Background: an optimization exercise with open tools, aiming at small area and a short achievable clock period. Do not read the settings as production practice. Where RTL was checked, it was by simulation tests only, not by an equivalence proof against the original. No activity file was given, so power comes from the tool's default toggle rates.

==> module fifo, before the edit <==
module fifo
#
(
	parameter		depth = 60,
	parameter		width = 8
)
(
	input				clk,
	input				rst_n,
	input				wr_en,
	input	[width-1:0]	data_in,
	input				rd_en,
	output	[width-1:0]	data_out,
	output				full,
	output				empty
);
localparam		rows = depth / 4;		 
reg	[width-1:0]	bank0	[rows-1:0];
reg	[width-1:0]	bank1	[rows-1:0];
reg	[width-1:0]	bank2	[rows-1:0];
reg	[width-1:0]	bank3	[rows-1:0];
reg	[3:0]		wrow;			 
reg	[1:0]		wbank;			 
reg	[3:0]		wen;			 
reg	[3:0]		rrow;			 
reg	[1:0]		rbank;			 
reg	[3:0]		p1row;			 
reg	[1:0]		p1bank;
reg	[3:0]		w1row;			 
reg	[1:0]		w1bank;
reg				full_o;			 
reg				nempty_o;		 
reg				full_i;			 
reg				nempty;			 
reg	[3:0]		rsel0, rsel1, rsel2, rsel3;	 
reg	[1:0]		rseln0, rseln1, rseln2, rseln3;	 
reg	[width-1:0]	bq0, bq1, bq2, bq3;	 
reg	[width-1:0]	last_in;		 
reg				fresh;			 
reg	[3:0]		osel;			 
reg	[width-1:0]	rdata;
function [3:0] next_row;
	input [3:0] r;
	begin
		next_row = (r == rows-1) ? 4'd0 : r + 4'd1;
	end
endfunction
wire			push = wr_en & ~full_i;
wire			pop  = rd_en & nempty;
wire	[1:0]	wbank_n = push ? wbank + 2'd1 : wbank;
wire	[1:0]	rbank_n = pop ? rbank + 2'd1 : rbank;
wire	[3:0]	rrow_1  = next_row(rrow);
wire	[3:0]	rrow_n  = (pop && rbank == 2'd3) ? rrow_1 : rrow;
wire			one     = (wrow == p1row) && (wbank == p1bank);
wire			most    = (w1row == rrow) && (w1bank == rbank);
wire			empty_n = push ? 1'b0 : (pop ? one : ~nempty);
wire			full_n  = pop  ? 1'b0 : (push ? most : full_i);
wire			fresh_n = push & (~nempty | (pop & one));
wire	[3:0]	rsel0_n = (rbank != 2'd0 || pop) ? rrow_1 : rrow;
wire	[3:0]	rsel1_n = (rbank >= 2'd2 || (pop && rbank == 2'd1)) ? rrow_1 : rrow;
wire	[3:0]	rsel2_n = (rbank == 2'd3 || (pop && rbank == 2'd2)) ? rrow_1 : rrow;
wire	[3:0]	rsel3_n = (pop && rbank == 2'd3) ? rrow_1 : rrow;
always@(posedge clk or negedge rst_n)
begin
	if(!rst_n) begin
		wrow     <= 4'd0;
		wbank    <= 2'd0;
		wen      <= 4'b0001;
		rrow     <= 4'd0;
		rbank    <= 2'd0;
		p1row    <= 4'd0;
		p1bank   <= 2'd1;
		w1row    <= 4'd0;
		w1bank   <= 2'd1;
		full_o   <= 1'b0;
		nempty_o <= 1'b0;
		full_i   <= 1'b0;
		nempty   <= 1'b0;
	end else begin
		wbank    <= wbank_n;
		if(push && wbank == 2'd3)
			wrow <= next_row(wrow);
		wen      <= full_n ? 4'b0000 : (4'b0001 << wbank_n);
		rbank    <= rbank_n;
		if(pop) begin
			p1bank <= p1bank + 2'd1;
			if(p1bank == 2'd3)
				p1row <= next_row(p1row);
		end
		if(push) begin
			w1bank <= w1bank + 2'd1;
			if(w1bank == 2'd3)
				w1row <= next_row(w1row);
		end
		rrow     <= rrow_n;
		full_o   <= ~pop & (push ? most : full_o);
		nempty_o <= push | (pop ? ~one : nempty_o);
		full_i   <= full_n;
		nempty   <= ~empty_n;
	end
end
always@(posedge clk)
begin
	if(wen[0]) bank0[wrow] <= data_in;
	if(wen[1]) bank1[wrow] <= data_in;
	if(wen[2]) bank2[wrow] <= data_in;
	if(wen[3]) bank3[wrow] <= data_in;
end
always@(posedge clk)
begin
	rsel0   <= rsel0_n;
	rsel1   <= rsel1_n;
	rsel2   <= rsel2_n;
	rsel3   <= rsel3_n;
	rseln0  <= ~rsel0_n[1:0];
	rseln1  <= ~rsel1_n[1:0];
	rseln2  <= ~rsel2_n[1:0];
	rseln3  <= ~rsel3_n[1:0];
	bq0     <= { bank0[{ rsel0[3:2], ~rseln0}][7:4], bank0[rsel0][3:0]};
	bq1     <= { bank1[{ rsel1[3:2], ~rseln1}][7:4], bank1[rsel1][3:0]};
	bq2     <= { bank2[{ rsel2[3:2], ~rseln2}][7:4], bank2[rsel2][3:0]};
	bq3     <= { bank3[{ rsel3[3:2], ~rseln3}][7:4], bank3[rsel3][3:0]};
	last_in <= data_in;
	fresh   <= fresh_n;
	osel    <= fresh_n ? 4'b0000 : (4'b0001 << rbank_n);
end
always@(posedge clk)
begin
	rdata <= ({ width{ fresh}} & last_in)
	       | ({ width{ osel[0]}} & bq0) | ({ width{ osel[1]}} & bq1)
	       | ({ width{ osel[2]}} & bq2) | ({ width{ osel[3]}} & bq3);
end
assign	data_out = rdata;
assign	empty    = ~nempty_o;
assign	full     = full_o;
endmodule
make LEC_CHECK=0 CAP_MARGIN=20 CORE_MARGIN=2 CORE_UTILIZATION=65 CTS_CLUSTER_DIAMETER=80 CTS_CLUSTER_SIZE=24 SETUP_SLACK_MARGIN=1.5 SLEW_MARGIN=20 finish   # period 3.2 ns
run.sh (not shown) runs the stock make flow with config.mk's settings and CLKGATE_MAP_FILE= SYNTH_SCRIPT=/design/flow/synth_recipe.tcl, a recipe that flattens the netlist after the stock synthesis.
Then changed:
--- a/flow/design.v
+++ b/flow/design.v
@@ -26,8 +26,4 @@
 reg	[3:0]		rrow;			 
 reg	[1:0]		rbank;			 
-reg	[3:0]		p1row;			 
-reg	[1:0]		p1bank;
-reg	[3:0]		w1row;			 
-reg	[1:0]		w1bank;
 reg				full_o;			 
 reg				nempty_o;		 
@@ -53,6 +49,9 @@
 wire	[3:0]	rrow_1  = next_row(rrow);
 wire	[3:0]	rrow_n  = (pop && rbank == 2'd3) ? rrow_1 : rrow;
-wire			one     = (wrow == p1row) && (wbank == p1bank);
-wire			most    = (w1row == rrow) && (w1bank == rbank);
+wire	[3:0]	wrow_1  = next_row(wrow);
+wire			one     = (rbank == 2'd3) ? (wbank == 2'd0 && wrow == rrow_1)
+				                  : (wbank == rbank + 2'd1 && wrow == rrow);
+wire			most    = (wbank == 2'd3) ? (rbank == 2'd0 && rrow == wrow_1)
+				                  : (rbank == wbank + 2'd1 && rrow == wrow);
 wire			empty_n = push ? 1'b0 : (pop ? one : ~nempty);
 wire			full_n  = pop  ? 1'b0 : (push ? most : full_i);
@@ -70,8 +69,4 @@
 		rrow     <= 4'd0;
 		rbank    <= 2'd0;
-		p1row    <= 4'd0;
-		p1bank   <= 2'd1;
-		w1row    <= 4'd0;
-		w1bank   <= 2'd1;
 		full_o   <= 1'b0;
 		nempty_o <= 1'b0;
@@ -84,14 +79,4 @@
 		wen      <= full_n ? 4'b0000 : (4'b0001 << wbank_n);
 		rbank    <= rbank_n;
-		if(pop) begin
-			p1bank <= p1bank + 2'd1;
-			if(p1bank == 2'd3)
-				p1row <= next_row(p1row);
-		end
-		if(push) begin
-			w1bank <= w1bank + 2'd1;
-			if(w1bank == 2'd3)
-				w1row <= next_row(w1row);
-		end
 		rrow     <= rrow_n;
 		full_o   <= ~pop & (push ? most : full_o);
Effect:
- register-to-register slack gets worse by 230 ps
- routed wire length went down by 4.5%
- sequential cell count went down by 12
- global-route usage decreases by 0.52 points
- power climbs by 2.1%
- utilization is higher by 1.2 points
- synthesized cell count drops by 8.7%
- design area goes up by about 0.34%
- critical path depth rises by 5
No functional check of the RTL was part of the second run of this note.


The RTL this note starts from:
==> flow/design.v <==
`timescale 1ns / 1ps
module fifo
#
(
	parameter		depth = 60,
	parameter		width = 8
)
(
	input				clk,
	input				rst_n,
	input				wr_en,
	input	[width-1:0]	data_in,
	input				rd_en,
	output	[width-1:0]	data_out,
	output				full,
	output				empty
);
localparam		rows = depth / 4;		 
reg	[width-1:0]	bank0	[rows-1:0];
reg	[width-1:0]	bank1	[rows-1:0];
reg	[width-1:0]	bank2	[rows-1:0];
reg	[width-1:0]	bank3	[rows-1:0];
reg	[3:0]		wrow;			 
reg	[1:0]		wbank;			 
reg	[3:0]		rrow0, rrow1, rrow2, rrow3;	 
reg	[1:0]		rbank;			 
reg	[5:0]		count;
reg				full_r;			 
reg				empty_r;		 
reg				nfull;			 
reg				nempty;			 
reg	[3:0]		wen;			 
reg	[3:0]		rsel0, rsel1, rsel2, rsel3;	 
reg	[width-1:0]	bq0, bq1, bq2, bq3;	 
reg	[width-1:0]	last_in;		 
reg				fresh;			 
reg	[width-1:0]	rdata;
function [3:0] next_row;
	input [3:0] r;
	begin
		next_row = (r == rows-1) ? 4'd0 : r + 4'd1;
	end
endfunction
wire	push = wr_en & nfull;
wire	pop  = rd_en & nempty;
wire	[1:0]	wbank_n = push ? wbank + 2'd1 : wbank;
wire	[3:0]	rrow0_n = (pop && rbank == 2'd0) ? next_row(rrow0) : rrow0;
wire	[3:0]	rrow1_n = (pop && rbank == 2'd1) ? next_row(rrow1) : rrow1;
wire	[3:0]	rrow2_n = (pop && rbank == 2'd2) ? next_row(rrow2) : rrow2;
wire	[3:0]	rrow3_n = (pop && rbank == 2'd3) ? next_row(rrow3) : rrow3;
wire			empty_n = push ? 1'b0 : (pop ? (count == 6'd1) : ~nempty);
wire			full_n  = pop  ? 1'b0 : (push ? (count == depth-1) : ~nfull);
always@(posedge clk or negedge rst_n)
begin
	if(!rst_n) begin
		wrow    <= 4'd0;
		wbank   <= 2'd0;
		wen     <= 4'b0001;
		rrow0   <= 4'd0;
		rrow1   <= 4'd0;
		rrow2   <= 4'd0;
		rrow3   <= 4'd0;
		rbank   <= 2'd0;
		count   <= 6'd0;
		full_r  <= 1'b0;
		empty_r <= 1'b1;
		nfull   <= 1'b1;
		nempty  <= 1'b0;
	end else begin
		wbank <= wbank_n;
		if(push && wbank == 2'd3)
			wrow <= next_row(wrow);
		wen   <= full_n ? 4'b0000 : (4'b0001 << wbank_n);
		if(pop)
			rbank <= rbank + 2'd1;
		rrow0 <= rrow0_n;
		rrow1 <= rrow1_n;
		rrow2 <= rrow2_n;
		rrow3 <= rrow3_n;
		if(push & ~pop)
			count <= count + 6'd1;
		else if(pop & ~push)
			count <= count - 6'd1;
		empty_r <= empty_n;
		nempty  <= ~empty_n;
		full_r  <= full_n;
		nfull   <= ~full_n;
	end
end
always@(posedge clk)
begin
	rsel0 <= rrow0_n;
	rsel1 <= rrow1_n;
	rsel2 <= rrow2_n;
	rsel3 <= rrow3_n;
end
always@(posedge clk)
begin
	if(wen[0]) bank0[wrow] <= data_in;
	if(wen[1]) bank1[wrow] <= data_in;
	if(wen[2]) bank2[wrow] <= data_in;
	if(wen[3]) bank3[wrow] <= data_in;
end
always@(posedge clk)
begin
	bq0     <= bank0[rsel0];
	bq1     <= bank1[rsel1];
	bq2     <= bank2[rsel2];
	bq3     <= bank3[rsel3];
	last_in <= data_in;
	fresh   <= push & (~nempty | (pop & (count == 6'd1)));
end
always@(posedge clk)
begin
	if(fresh)
		rdata <= last_in;
	else
		case(rbank)
		2'd0: rdata <= bq0;
		2'd1: rdata <= bq1;
		2'd2: rdata <= bq2;
		2'd3: rdata <= bq3;
		endcase
end
assign	data_out = rdata;
assign	empty    = empty_r;
assign	full     = full_r;
endmodule
make LEC_CHECK=0 CAP_MARGIN=20 CORE_MARGIN=2 CORE_UTILIZATION=40 CTS_CLUSTER_DIAMETER=80 CTS_CLUSTER_SIZE=24 SETUP_SLACK_MARGIN=1.45 SLEW_MARGIN=20 finish   # period 3.2 ns
Next try:
==> flow/design.v (replaced) <==
`timescale 1ns / 1ps
module fifo
#
(
	parameter		depth = 60,
	parameter		width = 8
)
(
	input				clk,
	input				rst_n,
	input				wr_en,
	input	[width-1:0]	data_in,
	input				rd_en,
	output	[width-1:0]	data_out,
	output				full,
	output				empty
);
localparam		rows = depth / 4;		 
reg	[width-1:0]	bank0	[rows-1:0];
reg	[width-1:0]	bank1	[rows-1:0];
reg	[width-1:0]	bank2	[rows-1:0];
reg	[width-1:0]	bank3	[rows-1:0];
reg	[3:0]		wrow;			 
reg	[1:0]		wbank;			 
reg	[3:0]		rrow0, rrow1, rrow2, rrow3;	 
reg	[1:0]		rbank;			 
reg	[5:0]		count;
reg				full_o;			 
reg				nempty_o;		 
reg				full_i;			 
reg				nempty;			 
reg	[3:0]		wen;			 
reg	[3:0]		rsel0, rsel1, rsel2, rsel3;	 
reg	[width-1:0]	bq0, bq1, bq2, bq3;	 
reg	[width-1:0]	last_in;		 
reg				fresh;			 
reg	[3:0]		osel;			 
reg	[width-1:0]	rdata;
function [3:0] next_row;
	input [3:0] r;
	begin
		next_row = (r == rows-1) ? 4'd0 : r + 4'd1;
	end
endfunction
wire	push = wr_en & ~full_i;
wire	pop  = rd_en & nempty;
wire	[1:0]	wbank_n = push ? wbank + 2'd1 : wbank;
wire	[3:0]	rrow0_n = (pop && rbank == 2'd0) ? next_row(rrow0) : rrow0;
wire	[3:0]	rrow1_n = (pop && rbank == 2'd1) ? next_row(rrow1) : rrow1;
wire	[3:0]	rrow2_n = (pop && rbank == 2'd2) ? next_row(rrow2) : rrow2;
wire	[3:0]	rrow3_n = (pop && rbank == 2'd3) ? next_row(rrow3) : rrow3;
wire			empty_n = push ? 1'b0 : (pop ? (count == 6'd1) : ~nempty);
wire			full_n  = pop  ? 1'b0 : (push ? (count == depth-1) : full_i);
wire			fresh_n = push & (~nempty | (pop & (count == 6'd1)));
wire	[1:0]	rbank_n = pop ? rbank + 2'd1 : rbank;
wire	[5:0]	count_n = (push & ~pop) ? count + 6'd1 :
			  (pop & ~push) ? count - 6'd1 : count;
always@(posedge clk or negedge rst_n)
begin
	if(!rst_n) begin
		wrow    <= 4'd0;
		wbank   <= 2'd0;
		wen     <= 4'b0001;
		rrow0   <= 4'd0;
		rrow1   <= 4'd0;
		rrow2   <= 4'd0;
		rrow3   <= 4'd0;
		rbank   <= 2'd0;
		count   <= 6'd0;
		full_o  <= 1'b0;
		nempty_o <= 1'b0;
		full_i  <= 1'b0;
		nempty  <= 1'b0;
	end else begin
		wbank <= wbank_n;
		if(push && wbank == 2'd3)
			wrow <= next_row(wrow);
		wen   <= full_n ? 4'b0000 : (4'b0001 << wbank_n);
		rbank <= rbank_n;
		rrow0 <= rrow0_n;
		rrow1 <= rrow1_n;
		rrow2 <= rrow2_n;
		rrow3 <= rrow3_n;
		count <= count_n;
		nempty_o <= (count_n != 6'd0);
		nempty  <= ~empty_n;
		full_o  <= (count_n == depth);
		full_i  <= full_n;
	end
end
always@(posedge clk)
begin
	rsel0 <= rrow0_n;
	rsel1 <= rrow1_n;
	rsel2 <= rrow2_n;
	rsel3 <= rrow3_n;
end
always@(posedge clk)
begin
	if(wen[0]) bank0[wrow] <= data_in;
	if(wen[1]) bank1[wrow] <= data_in;
	if(wen[2]) bank2[wrow] <= data_in;
	if(wen[3]) bank3[wrow] <= data_in;
end
always@(posedge clk)
begin
	bq0     <= bank0[rsel0];
	bq1     <= bank1[rsel1];
	bq2     <= bank2[rsel2];
	bq3     <= bank3[rsel3];
	last_in <= data_in;
	fresh   <= fresh_n;
	osel    <= fresh_n ? 4'b0000 : (4'b0001 << rbank_n);
end
always@(posedge clk)
begin
	rdata <= ({ width{ fresh}} & last_in)
	       | ({ width{ osel[0]}} & bq0) | ({ width{ osel[1]}} & bq1)
	       | ({ width{ osel[2]}} & bq2) | ({ width{ osel[3]}} & bq3);
end
assign	data_out = rdata;
assign	empty    = ~nempty_o;
assign	full     = full_o;
endmodule
What happened: Non-clock buffer count rose by 7; first-iteration DRC count increases by a quarter to a third; via count decreases by a few percent; maximum frequency is higher by a few percent; global-route usage rose by 0.16 points; total power rises by well over a third.
No functional check of the RTL was part of any run of this note.

==> separate check: timing with driven ports <==
The results above use ideal ports. As a check the final layouts listed here were re-extracted and re-timed, cells and wires unchanged.
Step 1: set_driving_cell puts a clkbuf_16 on clk and a buf_2 on each other input, an assumption about the parent block.
Step 2 moves the port delays by t, midway between the first and last clock arrival at a register: inputs arrive t later, outputs are due t later. That takes back most of the time a late clock gives input paths.
Slacks: ideal / step 1 / step 2; pairs: ideal / step 1.
run	t (ns)	setup slack, ns	pins driven straight from the clock port
the first run of note 1	0.627	1.421 / 1.367 / 0.968	1
the second run of note 1	0.633	1.214 / 1.214 / 0.778	1
the first run of note 2	0.651	1.299 / 1.275 / 0.920	1
the second run of note 2	0.643	1.367 / 1.367 / 0.998	1
After both steps every run listed still meets setup and hold. The setup slack of the first run of note 1, which loses most, moves by -0.054 ns with the drivers and by -0.453 ns with both steps.
